This design comes from an exercise in tuning for small area on the open sky130 flow, not from production work.
Function was checked by simulation only, so behaviour that the tests miss may differ from the original.
No driver is modelled on the clock port, so clocking that relies on it looks cheaper here than on a real chip.
Power and IR drop assume default switching activity.

## epl_FFRAM02_top_fi
module epl_FFRAM02_top_fi (
           input  wire [4-1 :0] pA_i,
           input  wire [1-1:0]       pFS_i,
           input  wire [4-1:0]  pD_i,
           input  wire                    pCLOCK_i,
           input  wire                    nRESET_i,
           input  wire                    nCEN_i,
           input  wire                    nWEN_i,
           output reg  [4-1:0]  pQ_o,
           output reg                     pERR_o,
           output wire [6:0]              pCcodeword1_o
       );
clock: 4.0 ns
lec_check: 0
cap_margin: 20
core_margin: 2
core_utilization: 75
gpl_timing_driven: 0
slew_margin: 20
synth_hierarchical: 1
synth_minimum_keep_size: 0
standard.sh (not shown) runs the stock make flow with config.mk's settings and CLKGATE_MAP_FILE= SYNTH_SCRIPT=/design/flow/synth_recipe.tcl, a recipe that flattens the netlist after the stock synthesis.
==> flow/flow/run.sh <==
#!/bin/bash
# The standard layout (standard.sh), with two changes:
#  - port buffers use the smallest buffer cell (every port still gets one);
#  - the clock tree is built by flow/clock_tree.tcl instead of TritonCTS:
#    the clock port drives one inverter, which drives a few large inverters,
#    each driving one position-based cluster of flip-flops.
# Each tool's output goes to a log file of its own in this folder.
set -euo pipefail
export BUFFER_PORTS_ARGS="-buffer_cell sky130_fd_sc_hd__buf_1"
bash standard.sh place > log_standard_place.log 2>&1
openroad -no_init -exit flow/clock_tree.tcl > log_clock_tree.log 2>&1
bash standard.sh > log_standard_finish.log 2>&1
==> flow/flow/clock_tree.tcl <==
# Clock tree for the placed design, in place of ORFS's CTS step.
# Reads ORFS's 3_place result and writes the 4_1_cts result that the rest of
# the standard flow continues from.
set res orfs/results/sky130hd/epl_FFRAM02_top_fi/base
set nleaf 3
set leafcell sky130_fd_sc_hd__inv_12
set rootcell sky130_fd_sc_hd__inv_4

read_liberty $::env(FLOW_HOME)/platforms/sky130hd/lib/sky130_fd_sc_hd__tt_025C_1v80.lib
read_db $res/3_place.odb
read_sdc $res/3_place.sdc
source $::env(FLOW_HOME)/platforms/sky130hd/setRC.tcl
source flow/mcts.tcl

mcts_build $nleaf $leafcell $rootcell

detailed_placement
check_placement -verbose
set_propagated_clock [all_clocks]
estimate_parasitics -placement
report_clock_skew
report_worst_slack -min
report_worst_slack -max
set m 0
foreach p [get_pins */CLK] {
  set s [get_property $p slew_max]
  if {$s > $m} { set m $s }
}
puts "largest flip-flop clock pin slew (placement estimate): $m"

write_db $res/4_1_cts.odb
write_sdc -no_timestamp $res/4_cts.sdc
Other scripts of this flow, unchanged in this note and not shown: flow/flow/mcts.tcl
Change:
--- a/flow/flow/clock_tree.tcl
+++ b/flow/flow/clock_tree.tcl
@@ -4,5 +4,5 @@
 set res orfs/results/sky130hd/epl_FFRAM02_top_fi/base
 set nleaf 3
-set leafcell sky130_fd_sc_hd__inv_12
+set leafcell sky130_fd_sc_hd__inv_16
 set rootcell sky130_fd_sc_hd__inv_4
 
- CORE_UTILIZATION: 75 -> 60
The new run completed with no timing, DRC or antenna violations.
Area after synthesis does not change.
Sequential share of layout area decreases by 0.40 points.
Utilization is lower by 16 points.
Combinational power barely changes.
Final cell count came out higher by about 2.5%.

---

## main
epl_FFRAM02_top_fi, a different RTL version from the one above (not shown whole).
Size in the first run: ~25 I/O pins, roughly 0.0041 mm^2 of cells after synthesis.
==> flow/config.mk <==
export PLATFORM = sky130hd
export DESIGN_NAME = epl_FFRAM02_top_fi
export DESIGN_NICKNAME = epl_FFRAM02_top_fi
export VERILOG_FILES = /design/flow/design.v
export SDC_FILE = /design/flow/constraint.sdc
export NUM_CORES = 4
export LEC_CHECK = 0
export CAP_MARGIN = 20
export CORE_MARGIN = 2
export CORE_UTILIZATION = 40
export SLEW_MARGIN = 20
==> flow/constraint.sdc <==
create_clock -name core_clock -period 4.0 [get_ports {pCLOCK_i}]
set_input_delay 0.8000 -clock core_clock [delete_from_list [all_inputs] [get_ports {pCLOCK_i}]]
set_output_delay 0.8000 -clock core_clock [all_outputs]
set_load 0.01 [all_outputs]
==> flow/flow/run.sh <==
#!/bin/bash
# Standard ORFS layout with two changes:
#  - port buffers use the smallest buffer cell (every port still gets one);
#  - clock tree synthesis inserts no dummy loads.
set -euo pipefail
export BUFFER_PORTS_ARGS="-buffer_cell sky130_fd_sc_hd__buf_1"
export CTS_ARGS="-sink_clustering_enable -repair_clock_nets -dont_use_dummy_load"
bash standard.sh > standard_flow.log 2>&1
main was carried through to the last stage, and its layout satisfied the timing, design-rule and antenna checks.
## Diff of input files: the feature branch against main
==> flow/run.sh (new file) <==
#!/bin/bash
# synth_recipe.tcl (not shown) runs the flow's synth.tcl, then flattens the netlist and writes it again
# the make line also repeats each setting of config.mk as NAME=value (left out here)
make -C /OpenROAD-flow-scripts/flow DESIGN_CONFIG=/design/flow/config.mk WORK_HOME=/design/flow/orfs CLKGATE_MAP_FILE= SYNTH_SCRIPT=/design/flow/synth_recipe.tcl finish
removed: flow/flow/run.sh
removed: flow/standard.sh
Notes after the runs:
- In the feature branch, the detailed-route via count came out about 1.6% above the value in main.
- Area added between synthesis and finish, main and the feature branch, lower one = main.
- Compared with main, the feature branch shows internal power summed over all cells that has gone up by a few percent.
- Of main and the feature branch, main shows the lower non-clock buffer count, with the feature branch above it.
- Fraction of layout instances using a drive strength above 1: the feature branch > main
- Higher depth of the most critical reg-to-reg path was reported by the feature branch, not main.

==> port drivers added, routing unchanged <==
In the flow no input, the clock included, has a driving cell. The finished layouts below were timed again as built, in two steps.
Step 1: set_driving_cell puts a clkbuf_16 on pCLOCK_i and a buf_2 on each other input, an assumption about the parent block.
Step 2, shift: input delay + t, output delay - t, t = (earliest + latest rising clock arrival at the registers) / 2. This alone moves slack from input paths to output paths.
Slacks: ideal / step 1 / step 2; pairs: ideal / step 1.
| run | shift t [ns] | setup slack, ns | worst setup path at the end |
|---|---|---|---|
| the first run of note 1 | 0.253 | 1.162 / 1.172 / 0.920 | input to register |
| the second run of note 1 | 0.269 | 1.106 / 1.118 / 0.849 | input to register |
| main | 0.387 | 1.601 / 1.614 / 1.227 | input to register |
| the feature branch | 0.399 | 1.262 / 1.270 / 0.871 | input to register |
After both steps every run listed still meets setup and hold. For the feature branch, which loses most, drivers alone change the setup slack by +0.008 ns; drivers and shift together by -0.391 ns.
